What follows belongs to an exercise in optimizing a design on an open flow for small area, a short achievable clock period and few clock cycles per item; a production flow would make more cautious choices. The RTL was checked by simulation tests, not by an equivalence proof against the original design.

## flow/run.sh

```bash
#!/bin/bash
# synth_recipe.tcl (not shown) runs the flow's synth.tcl, then flattens the netlist and writes it again
# the make line also repeats each setting of config.mk as NAME=value (left out here)
make -C /OpenROAD-flow-scripts/flow DESIGN_CONFIG=/design/flow/config.mk WORK_HOME=/design/flow/orfs CLKGATE_MAP_FILE= SYNTH_SCRIPT=/design/flow/synth_recipe.tcl finish
```

## flow/config.mk

```make
export PLATFORM = sky130hd
export DESIGN_NAME = softmax
export DESIGN_NICKNAME = softmax
export VERILOG_FILES = /design/flow/design.v
export SDC_FILE = /design/flow/constraint.sdc
export NUM_CORES = 4
export LEC_CHECK = 0
export CAP_MARGIN = 20
export CORE_MARGIN = 2
export CORE_UTILIZATION = 40
export SLEW_MARGIN = 20
```

## flow/constraint.sdc

```tcl
create_clock -name core_clock -period 16.0 [get_ports {clk}]
set_input_delay 3.2000 -clock core_clock [delete_from_list [all_inputs] [get_ports {clk}]]
set_output_delay 3.2000 -clock core_clock [all_outputs]
set_load 0.01 [all_outputs]
```

## flow/design.v

```verilog
module add_pos_a (
    input  wire [30:0] a,
    input  wire [30:0] b,
    output wire [23:0] x,             
    output wire [23:0] y,
    output wire [7:0]  ec             
);
    wire [7:0]  ea = a[30:23];
    wire [7:0]  eb = b[30:23];
    wire [23:0] ma = {1'b1, a[22:0]};
    wire [23:0] mb = {1'b1, b[22:0]};
    wire [8:0]  dab = {1'b0, ea} - {1'b0, eb};    
    wire [7:0]  dba = eb - ea;
    wire        gt  = !dab[8] && (dab[7:0] != 8'd0);
    wire [23:0] mbs = mb >> dab[7:0];
    wire [23:0] mas = ma >> dba;
    assign x  = gt ? ma : mas;
    assign y  = gt ? mbs : mb;
    assign ec = gt ? ea : eb;
endmodule
module add_pos_b (
    input  wire [23:0] x,
    input  wire [23:0] y,
    input  wire [7:0]  ec,
    output wire [30:0] s
);
    wire [23:0] z = x + y;
    reg  [4:0]  lz;
    integer i;
    always @(*) begin
        lz = 5'd24;
        for (i = 0; i < 24; i = i + 1)
            if (z[i]) lz = 5'd23 - i[4:0];
    end
    wire [23:0] zn = z << lz;
    assign s = {ec - {3'd0, lz}, zn[22:0]};
endmodule
module mul_a (
    input  wire [30:0] a,
    input  wire [30:0] b,             
    output wire [35:0] ph,            
    output wire [35:0] pl,            
    output wire [7:0]  e0,            
    output wire [7:0]  e1,            
    output wire        z              
);
    wire [23:0] ma = {1'b1, a[22:0]};
    wire [23:0] mb = {1'b1, b[22:0]};
    assign ph = ma * mb[23:12];
    assign pl = ma * mb[11:0];
    assign e0 = a[30:23] + b[30:23] - 8'd127;
    assign e1 = a[30:23] + b[30:23] - 8'd126;
    assign z  = (a[30:23] == 8'd0);
endmodule
module mul_b (
    input  wire [35:0] ph,
    input  wire [35:0] pl,
    input  wire [7:0]  e0,
    input  wire [7:0]  e1,
    input  wire        z,
    output wire [30:0] r
);
    wire [47:0] p = {ph, 12'd0} + {12'd0, pl};
    wire [7:0]  e = p[47] ? e1 : e0;
    assign r = z ? 31'd0
             : (e == 8'hff) ? {8'hff, 23'd0}
             : {e, p[47] ? p[46:24] : p[45:23]};
endmodule
module div_lane (
    input  wire        clk,
    input  wire        rst_n,
    input  wire        start,
    input  wire [22:0] ma,
    input  wire [22:0] mb,
    input  wire [25:0] mb3,           
    input  wire [7:0]  ediff,
    input  wire        last_in,
    output wire        ready,
    output wire        fin,           
    output reg  [23:0] qq,
    output reg  [24:0] rr,
    output reg  [7:0]  ed,
    output reg         lst
);
    localparam NC = 6;
    reg        run;
    reg [2:0]  cyc;
    reg [24:0] r;                     
    reg [23:0] q;
    reg [23:0] b;
    reg [25:0] b3;
    assign ready = !run || fin;
    assign fin   = run && (cyc == NC - 1);
    reg [25:0] t;
    reg [26:0] d1, d2, d3;
    integer i;
    always @(*) begin
        rr = r;
        qq = q;
        for (i = 0; i < 2; i = i + 1) begin
            t  = {rr, 1'b0};
            d1 = {1'b0, t} - {3'b000, b};
            d2 = {1'b0, t} - {2'b00, b, 1'b0};
            d3 = {1'b0, t} - {1'b0, b3};
            if (!d3[26]) begin
                qq = {qq[21:0], 2'd3}; rr = {d3[23:0], 1'b0};
            end else if (!d2[26]) begin
                qq = {qq[21:0], 2'd2}; rr = {d2[23:0], 1'b0};
            end else if (!d1[26]) begin
                qq = {qq[21:0], 2'd1}; rr = {d1[23:0], 1'b0};
            end else begin
                qq = {qq[21:0], 2'd0}; rr = {t[23:0], 1'b0};
            end
        end
    end
    always @(posedge clk or negedge rst_n) begin
        if (!rst_n) run <= 1'b0;
        else        run <= start || (run && !fin);
    end
    always @(posedge clk) begin
        r   <= start ? {2'b01, ma} : rr;
        q   <= start ? 24'd0 : qq;
        cyc <= start ? 3'd0 : cyc + 3'd1;
        if (start) begin
            b   <= {1'b1, mb};
            b3  <= mb3;
            ed  <= ediff;
            lst <= last_in;
        end
    end
endmodule
module fp_div_r4 #(
    parameter L = 2
) (
    input  wire         clk,
    input  wire         rst_n,
    input  wire [L-1:0] start,        
    input  wire [22:0]  ma,
    input  wire [22:0]  mb,
    input  wire [25:0]  mb3,
    input  wire [7:0]   ediff,        
    input  wire         last_in,      
    output wire [L-1:0] ready,
    output reg          out_valid,
    output reg  [30:0]  out_data,
    output reg          out_last
);
    wire [L-1:0]    fin;
    wire [24*L-1:0] qq;
    wire [25*L-1:0] rr;
    wire [8*L-1:0]  ed;
    wire [L-1:0]    lst;
    genvar g;
    generate
        for (g = 0; g < L; g = g + 1) begin : ln
            div_lane u (.clk(clk), .rst_n(rst_n), .start(start[g]), .ma(ma),
                .mb(mb), .mb3(mb3), .ediff(ediff), .last_in(last_in),
                .ready(ready[g]), .fin(fin[g]), .qq(qq[24*g +: 24]),
                .rr(rr[25*g +: 25]), .ed(ed[8*g +: 8]), .lst(lst[g]));
        end
    endgenerate
    reg        f_valid, f_last;
    reg [23:0] f_q;
    reg [24:0] f_r;
    reg [7:0]  f_ed;
    reg [23:0] m_q;
    reg [24:0] m_r;
    reg [7:0]  m_ed;
    reg        m_l;
    integer j;
    always @(*) begin
        m_q = 24'd0; m_r = 25'd0; m_ed = 8'd0; m_l = 1'b0;
        for (j = 0; j < L; j = j + 1)
            if (fin[j]) begin
                m_q  = m_q  | qq[24*j +: 24];
                m_r  = m_r  | rr[25*j +: 25];
                m_ed = m_ed | ed[8*j +: 8];
                m_l  = m_l  | lst[j];
            end
    end
    always @(posedge clk or negedge rst_n) begin
        if (!rst_n) begin
            f_valid   <= 1'b0;
            out_valid <= 1'b0;
        end else begin
            f_valid   <= |fin;
            out_valid <= f_valid;
        end
    end
    always @(posedge clk) begin
        if (|fin) begin
            f_q     <= m_q;
            f_r     <= m_r;
            f_ed    <= m_ed;
            f_last  <= m_l;
        end
    end
    reg  [4:0]  tz;
    reg         seen;                           
    integer k;
    always @(*) begin
        tz = 5'd0;
        seen = f_q[0];
        for (k = 1; k < 24; k = k + 1) begin
            tz = tz | ((f_q[k] && !seen) ? k[4:0] : 5'd0);
            seen = seen | f_q[k];
        end
    end
    wire        f_exact = (f_r == 25'd0);
    wire [7:0]  adj = (f_exact && tz >= 5'd2) ? {3'd0, tz} - 8'd1 : 8'd0;
    always @(posedge clk) begin
        if (f_valid) begin
            out_data <= f_q[23] ? {f_ed + 8'd127 - adj, f_q[22:1], 1'b0}
                                : {f_ed + 8'd126 - adj, f_q[21:0], 1'b0};
            out_last <= f_last;
        end
    end
endmodule
module exp_prep (
    input  wire [31:0] x,
    output reg  [10:0] w,
    output reg  [3:0]  lc,
    output wire        neg
);
    wire [7:0]  e  = x[30:23];
    wire [23:0] mt = {1'b1, x[22:0]};
    assign neg = x[31];
    reg [10:0] m;
    always @(*) begin
        m  = 11'd0;
        if (e >= 8'd121 && e <= 8'd131)
            m = mt >> (8'd144 - e);
        w  = m;
        lc = 4'd0;
        if (neg && e >= 8'd126 && m[4]) begin
            w  = {m[10:5], 4'b0111, m[0]};
            lc = {1'b0, m[3:1]} + 4'd1;     
        end
    end
endmodule
module exp_pick (
    input  wire [10:0] w,
    input  wire [3:0]  lc,
    input  wire        neg,
    output reg  [3:0]  c,
    output reg  [10:0] w_n,
    output reg  [3:0]  lc_n
);
    integer i;
    reg found;
    always @(*) begin
        c = 4'd0; w_n = w; lc_n = lc; found = 1'b0;
        for (i = 10; i >= 5; i = i - 1)
            if (!found && w[i]) begin
                found = 1'b1; c = 4'd11 - i[3:0]; w_n[i] = 1'b0;
            end
        if (!found && lc != 4'd0) begin
            found = 1'b1; c = 4'd15; lc_n = lc - 4'd1;
        end
        for (i = 4; i >= 0; i = i - 1)
            if (!found && w[i]) begin
                found = 1'b1; w_n[i] = 1'b0;
                c = !neg ? 4'd11 - i[3:0] : (i == 0) ? 4'd15 : 4'd12 + (4'd4 - i[3:0]);
            end
    end
endmodule
module exp_const (
    input  wire [3:0]  c,
    output reg  [30:0] d
);
    always @(*) begin
        case (c)
            4'd1:  d = 31'h4b07975f;
            4'd2:  d = 31'h453a4f54;
            4'd3:  d = 31'h425a6481;
            4'd4:  d = 31'h40ec7326;
            4'd5:  d = 31'h402df854;
            4'd6:  d = 31'h3fd3094c;
            4'd7:  d = 31'h3fa45af2;
            4'd8:  d = 31'h3f910b02;
            4'd9:  d = 31'h3f88415b;
            4'd10: d = 31'h3f84102b;
            4'd11: d = 31'h3f820405;
            4'd12: d = 31'h3f475f7d;
            4'd13: d = 31'h3f61eb51;
            4'd14: d = 31'h3f707d60;
            4'd15: d = 31'h3f781fab;
            default: d = 31'h3f800000;
        endcase
    end
endmodule
module softmax #(
    parameter N  = 8,
    parameter NS = 12,                
    parameter L  = 2                  
) (
    input  wire        clk,
    input  wire        rst_n,
    input  wire        in_valid,
    input  wire [31:0] in_data,
    output wire        in_ready,
    output wire        out_valid,
    output wire [31:0] out_data,
    output wire        out_last
);
    localparam EMPTY = 2'd0, MUL = 2'd1, LAST = 2'd2, DONE = 2'd3;
    function automatic [3:0] inc(input [3:0] v);
        inc = (v == NS - 1) ? 4'd0 : v + 4'd1;
    endfunction
    reg        x0_full, x1_full;
    reg [31:0] x0;
    reg [3:0]  x1_c1, x1_c2;
    reg [10:0] x1_w;
    reg [3:0]  x1_lc;
    reg        x1_neg;
    reg [3:0]  ei;                    
    wire [10:0] w0, w1, w2;
    wire [3:0]  lc0, lc1, lc2, c1, c2;
    wire        neg0;
    exp_prep u_prep (.x(x0), .w(w0), .lc(lc0), .neg(neg0));
    exp_pick u_pk1 (.w(w0), .lc(lc0), .neg(neg0), .c(c1), .w_n(w1), .lc_n(lc1));
    exp_pick u_pk2 (.w(w1), .lc(lc1), .neg(neg0), .c(c2), .w_n(w2), .lc_n(lc2));
    reg [30:0] a1, b1;                
    reg [10:0] w1x;
    reg [3:0]  lc1x;
    reg        neg1x;
    reg [3:0]  id1;                   
    reg [1:0]  st1;                   
    reg [35:0] m_ph, m_pl;
    reg [7:0]  m_e0, m_e1;
    reg        m_z;
    reg [30:0] h2;                    
    reg [3:0]  sc2;                   
    reg [10:0] w2x;
    reg [3:0]  lc2x;
    reg        neg2x;
    reg [3:0]  id2;
    reg [1:0]  st2;                   
    reg [30:0]  ebuf [0:NS-1];
    reg [NS-1:0] full;                
    reg [NS-1:0] nf;                  
    reg [3:0]  sp;                    
    reg        se_v;                  
    reg [30:0] se;
    reg        sb;                    
    reg [23:0] sx, sy;
    reg [7:0]  sec;
    reg [2:0]  scnt;                  
    reg        pending;               
    reg [30:0] s_acc;                 
    reg [30:0] s_div;                 
    reg [25:0] s_div3;                
    reg [3:0]  rp;                    
    reg [3:0]  rd_cnt;                
    reg [L-1:0] lane;                 
    wire        s1 = (st1 == MUL);
    wire [3:0]  pc, plc;
    wire [10:0] pw;
    exp_pick u_pk3 (.w(w1x), .lc(lc1x), .neg(neg1x), .c(pc), .w_n(pw), .lc_n(plc));
    wire [35:0] ph_nx, pl_nx;
    wire [7:0]  e0_nx, e1_nx;
    wire        z_nx;
    mul_a u_ma (.a(a1), .b(b1), .ph(ph_nx), .pl(pl_nx), .e0(e0_nx), .e1(e1_nx), .z(z_nx));
    wire [30:0] prd;
    mul_b u_mb (.ph(m_ph), .pl(m_pl), .e0(m_e0), .e1(m_e1), .z(m_z), .r(prd));
    wire        fin2 = (st2 == LAST) || (st2 == DONE);
    wire [30:0] v2   = (st2 == DONE) ? h2 : prd;
    wire [30:0] d_c1, d_c2, d_s2;
    exp_const u_d1 (.c(x1_c1), .d(d_c1));
    exp_const u_d2 (.c(x1_c2), .d(d_c2));
    exp_const u_ds (.c(sc2), .d(d_s2));
    wire x1_blk = ((st1 != EMPTY) && (id1 == ei)) || ((st2 != EMPTY) && (id2 == ei));
    wire x1_ok  = x1_full && !x1_blk;
    wire x1_big = (x1_c2 != 4'd0);
    wire w_p   = fin2 && !full[id2];
    wire w_x   = x1_ok && !x1_big && !full[ei];
    wire g_p   = w_p;
    wire g_x   = w_x && !w_p;
    wire       wen  = g_p || g_x;
    wire [3:0] widx = g_p ? id2 : ei;
    wire [30:0] wdat = g_p ? v2 : (x1_c1 == 4'd0) ? 31'h3f800000 : d_c1;
    wire fr1   = (st2 == EMPTY) || g_p;
    wire ld    = x1_ok && x1_big && fr1;
    wire x1_go = ld || g_x;
    wire mv01  = x0_full && (!x1_full || x1_go);
    assign in_ready = !(x0_full && x1_full);
    wire take  = in_valid && in_ready;
    wire        fetch = nf[sp] && (!se_v || (sa_go));
    wire        sa_go = se_v && !sb && !pending;
    wire [23:0] sx_nx, sy_nx;
    wire [7:0]  sec_nx;
    add_pos_a u_sa (.a(se), .b(s_acc), .x(sx_nx), .y(sy_nx), .ec(sec_nx));
    wire [30:0] sum_nx;
    add_pos_b u_sb (.x(sx), .y(sy), .ec(sec), .s(sum_nx));
    wire [L-1:0] dv_ready;
    wire        dv_go   = !rd_cnt[3] && |(dv_ready & lane);
    wire        handoff = pending && rd_cnt[3];
    wire [30:0] a_rd = ebuf[rp];
    wire [30:0] dv_out;
    fp_div_r4 #(.L(L)) u_div (
        .clk(clk), .rst_n(rst_n),
        .start(dv_go ? lane : {L{1'b0}}),
        .ma(a_rd[22:0]),
        .mb(s_div[22:0]),
        .mb3(s_div3),
        .ediff(a_rd[30:23] - s_div[30:23]),
        .last_in(rd_cnt[2:0] == 3'd7),
        .ready(dv_ready),
        .out_valid(out_valid),
        .out_data(dv_out),
        .out_last(out_last)
    );
    assign out_data = {1'b0, dv_out};
    integer k;
    always @(posedge clk or negedge rst_n) begin
        if (!rst_n) begin
            x0_full <= 1'b0;
            x1_full <= 1'b0;
            ei      <= 4'd0;
            st1     <= EMPTY;
            st2     <= EMPTY;
            full    <= {NS{1'b0}};
            nf      <= {NS{1'b0}};
            sp      <= 4'd0;
            se_v    <= 1'b0;
            sb      <= 1'b0;
            scnt    <= 3'd0;
            pending <= 1'b0;
            rp      <= 4'd0;
            rd_cnt  <= 4'd8;
            lane    <= {{(L-1){1'b0}}, 1'b1};
            s_acc   <= 31'd0;
        end else begin
            x0_full <= take || (x0_full && !mv01);
            x1_full <= mv01 || (x1_full && !x1_go);
            if (x1_go) ei <= inc(ei);
            st2 <= (st1 == MUL) ? ((pc == 4'd0) ? LAST : MUL) : st1;
            st1 <= (st2 == MUL) ? MUL : (fin2 && !g_p) ? DONE : ld ? MUL : EMPTY;
            for (k = 0; k < NS; k = k + 1) begin
                if (wen && widx == k) begin
                    full[k] <= 1'b1;
                    nf[k]   <= 1'b1;
                end
                if (dv_go && rp == k)    full[k] <= 1'b0;
                if (fetch && sp == k)    nf[k]   <= 1'b0;
            end
            if (fetch) begin
                sp   <= inc(sp);
                se_v <= 1'b1;
            end else if (sa_go) begin
                se_v <= 1'b0;
            end
            sb <= sa_go;
            if (sb) begin
                s_acc <= sum_nx;
                scnt  <= scnt + 3'd1;
                if (scnt == N - 1) pending <= 1'b1;
            end
            if (handoff) begin
                pending <= 1'b0;
                rd_cnt  <= 4'd0;
                s_acc   <= 31'd0;
            end else if (dv_go) begin
                rd_cnt <= rd_cnt + 4'd1;
                rp     <= inc(rp);
                lane   <= {lane[L-2:0], lane[L-1]};
            end
        end
    end
    always @(posedge clk) begin
        if (take)
            x0 <= in_data;
        if (mv01) begin
            x1_c1  <= c1;
            x1_c2  <= c2;
            x1_w   <= w2;
            x1_lc  <= lc2;
            x1_neg <= neg0;
        end
        m_ph  <= ph_nx;
        m_pl  <= pl_nx;
        m_e0  <= e0_nx;
        m_e1  <= e1_nx;
        m_z   <= z_nx;
        h2    <= a1;
        sc2   <= pc;
        w2x   <= pw;
        lc2x  <= plc;
        neg2x <= neg1x;
        id2   <= id1;
        if (st2 == MUL) begin
            a1 <= prd; b1 <= d_s2; w1x <= w2x; lc1x <= lc2x; neg1x <= neg2x; id1 <= id2;
        end else if (fin2 && !g_p) begin
            a1 <= v2; id1 <= id2;
        end else begin
            a1 <= d_c1; b1 <= d_c2; w1x <= x1_w; lc1x <= x1_lc; neg1x <= x1_neg; id1 <= ei;
        end
        if (wen)
            ebuf[widx] <= wdat;
        if (fetch)
            se <= ebuf[sp];
        sx  <= sx_nx;
        sy  <= sy_nx;
        sec <= sec_nx;
        if (handoff) begin
            s_div  <= s_acc;
            s_div3 <= {2'b00, 1'b1, s_acc[22:0]} + {1'b0, 1'b1, s_acc[22:0], 1'b0};
        end
    end
endmodule
```

==> results.toml <==
[sta]
finClkSkew_ps = 60.1
setup_tns_ps = 0
max_freq_mhz = 113
whs_ps = 360
hold_viol_final = 0
min_period_over_period = 0.555
drv_slew = 0
worstMarginPinSlew_ps = 1210
rsz0062_at_grt = "false"
finalSetupViolCount = 0
max-slew-margin-rel = 0.191
period_minus_slack_ps = 8880

[synthesis]
synthFlopType = "edfxtp_1"
async_flop_share = 0.0746
synth_warnings = 7
syn_area_mm2 = 0.0908
synth_cells = 9100
postSynthAreaPerCell_um2 = 9.98
ys_seq_area_frac = 0.352
synth_top_area_share = 0.251
synth_cell_types = 123
synth_top_area_cell = "edfxtp_1"
synth_common_cells = "nand2_1 (1020), inv_1 (766), edfxtp_1 (760)"
synth_compound_area_frac = 0.154
ys_top_cells_by_area = "edfxtp_1 (25%), fa_1 (10%), ha_1 (8.3%), dfxtp_1 (7.6%), mux4_2 (5.6%)"
synth.area.mux_share = 0.0853
ys_seq_elements = 1193
synth_adder_area_share = 0.183
synth_most_common_cell = "nand2_1"
synth-simple-area-share = 0.138
synth-xor-area-share = 0.0375
synth_enable_flop_cells = 760
synth_top_family_by_area = "adder cells"

[placement]
place.detailed.hpwl_mm = 207
port_buffers = 67
place_inst = 11900
gp_congestion = 0.952

[global_route]
first_global_vias = 70200
grt_max_degree = 69
grt.overflow.total = 0
grt_pass1_wl_mm = 426
antenna_found_initial = 19
grt_usage = 0.238

[hold_path]
min_delay_path_depth = 0
hold_end = "h2[5]$_DFF_P_"
hp-class = "reg2reg"
hold_start = "a1[5]$_DFF_P_"

[cts]
cts.sinks = 1193
cts_buffers = 141
tritoncts = "yes"
htreeDepth = 4
insertion_delay_ps = 830
cts_hold_buf = 0
ctsResizeCount = 0
cts-root-buf = "clkbuf_16"
cts_setup_buffers = 0
cts.clk_slew.worst_paths_ps = 60
cts_buffer_depth = 3

[critical_path]
r2r-end = "u_div.ln[0].u.r[4]$_DFF_P_"
critPathMaxFanout = 26
reg2regPathDepth = 25
r2r_start = "u_div.ln[0].u.b3[0]$_DFFE_PP_"
r2r_setup_slack_ps = 7120
critPathMaxStageDelay_ps = 750
cp_slowest_cell = "a21oi_1"
arrival_ps = 9500
startpoint_type = "flop"
cp-startpoint = "u_div.ln[0].u.b3[0]$_DFFE_PP_"
required_ps = 16620
critPathKind = "reg2reg"
cp-end-kind = "flop"

[routing]
drt-wirelength-per-cell_um = 22.8
drtAntennaViolNets = 0
finalWirelength_mm = 278
drtPass1Iterations = 6
vias_per_cell = 5.80
route.detailed.drc = 0
dr.first_iter.drc_count = 5721
vias = 70700

[finish]
fillers = 21300
layout-drive-gt1-share = 0.0940
multi_input_area_mm2 = 0.0546
fin_cells = 12200
regArea_mm2 = 0.0320
area_growth_pct = 10.1
nets = 10200

[floorplanning]
die_w_um = 480
core-area_mm2 = 0.225
dieArea_mm2 = 0.231
die_h_um = 480
rows = 174
ios = 70
start_util = 0.403

[run]
maxCapViolations = 0

[run_status]
outcome = "timing/DRC/antenna clean"
[how the worst max path moves through the flow]
stage / to / slack, ps
2_1_floorplan: u_div.f_r[13]$_DFFE_PP_ / 9260
3_3_place_gp: u_div.f_r[13]$_DFFE_PP_ / 7260
3_5_place_dp: u_div.f_r[13]$_DFFE_PP_ / 7280
4_1_cts: u_div.f_r[13]$_DFFE_PP_ / 7140
5_1_grt: u_div.f_r[4]$_DFFE_PP_ / 6640
6_report: u_div.ln[0].u.r[4]$_DFF_P_ / 7120
[layout make-up]
class / instances / share of cell area
antenna: 3 / 0.0000751
clock buffer: 176 / 0.0380
clock inverter: 86 / 0.0100
inverter: 778 / 0.0292
multi-input combinational: 6717 / 0.545
sequential: 1193 / 0.320
tap: 2992 / 0.0374
timing repair buffer: 246 / 0.0201
[worst max-delay path, delay by kind of cell, from the launching register on]
| family | cells | cell delay, ps |
|---|---|---|
| flip-flops | 1 | 690 |
| AND/OR/NAND/NOR | 5 | 1390 |
| buffers and inverters | 2 | 600 |
| multiplexers | 2 | 660 |
| adder cells (fa/ha/maj) | 2 | 730 |
| AO/OA/AOI/OAI | 14 | 4520 |
[logic make-up (layout without fill, tap and decap cells)]
family | after synthesis | in the layout
AND/OR/NAND/NOR | 2675 | 2675
XOR/XNOR | 388 | 388
buffers and inverters | 1192 | 1286
AO/OA/AOI/OAI | 2113 | 2113
flip-flops | 1193 | 1193
adder cells (fa/ha/maj) | 1058 | 1058
multiplexers | 480 | 480
other | 1 | 6
[registers in the layout (all words and copies together) (netlist names), 32 cells and up]
signal / count
ebuf: 372
m_ph: 36
u_div.ln.u.b: 44
u_div.ln.u.b3: 52
u_div.ln.u.q: 40
u_div.ln.u.r: 50
x0: 32
[layer usage]
layer	share of wire	track usage	wire, um	vias to the layer above
met5	0.00033	0	93	-
met3	0.061	0.0330	16800	468
met1	0.43	0.321	121000	35400
met2	0.47	0.395	132000	2301
met4	0.031	0.0752	8560	14
li1	-	-	-	32500
[layout by cell type (no fill, tap or decap), drive strengths merged, types with 180 or more instances in the layout]
cell	netlist	routed
dfxtp	344	344
a21oi	527	527
fa	454	454
and2	274	274
mux4	226	226
xnor2	247	247
nand2	1021	1021
nor2	595	595
edfxtp	760	760
ha	604	604
buf	70	180
inv	770	782
o21ai	444	444
[per-stage QoR]
stage	area (um2)	setup slack (ps)	utilization
CTS	100000	7140	0.444
floorplan	90800	9260	-
detailed placement	95200	7280	0.422
global placement	95100	7260	0.422
finish	100000	7120	0.444
global route	100000	6640	0.444
Testbench counts, summed over its fixed seeds: cycles 5,195, vectors 192.

-- what the ideal ports hide --
Ports are ideal in the flow. The routed layout listed here was re-timed in OpenROAD. Step 1: set_driving_cell puts a clkbuf_16 on clk and a buf_2 on each other input, an assumption about the parent block. Step 2 moves the port delays by t, midway between the first and last clock arrival at a register: inputs arrive t later, outputs are due t later. That takes back most of the time a late clock gives input paths. Three values: no drivers, after step 1, after step 2; two values: the first two.
t, ns: 0.893
setup WS [ns]: 7.122 / 7.122 / 7.122
worst hold slack (ns): 0.360 / 0.360 / 0.360
clock arrival spread, ns: 0.064 / 0.063
cell pins on the clock port's net: 1
After both steps this run still meets setup and hold. The setup slack of this run moves by 0.000 ns with the drivers and by 0.000 ns with both steps.
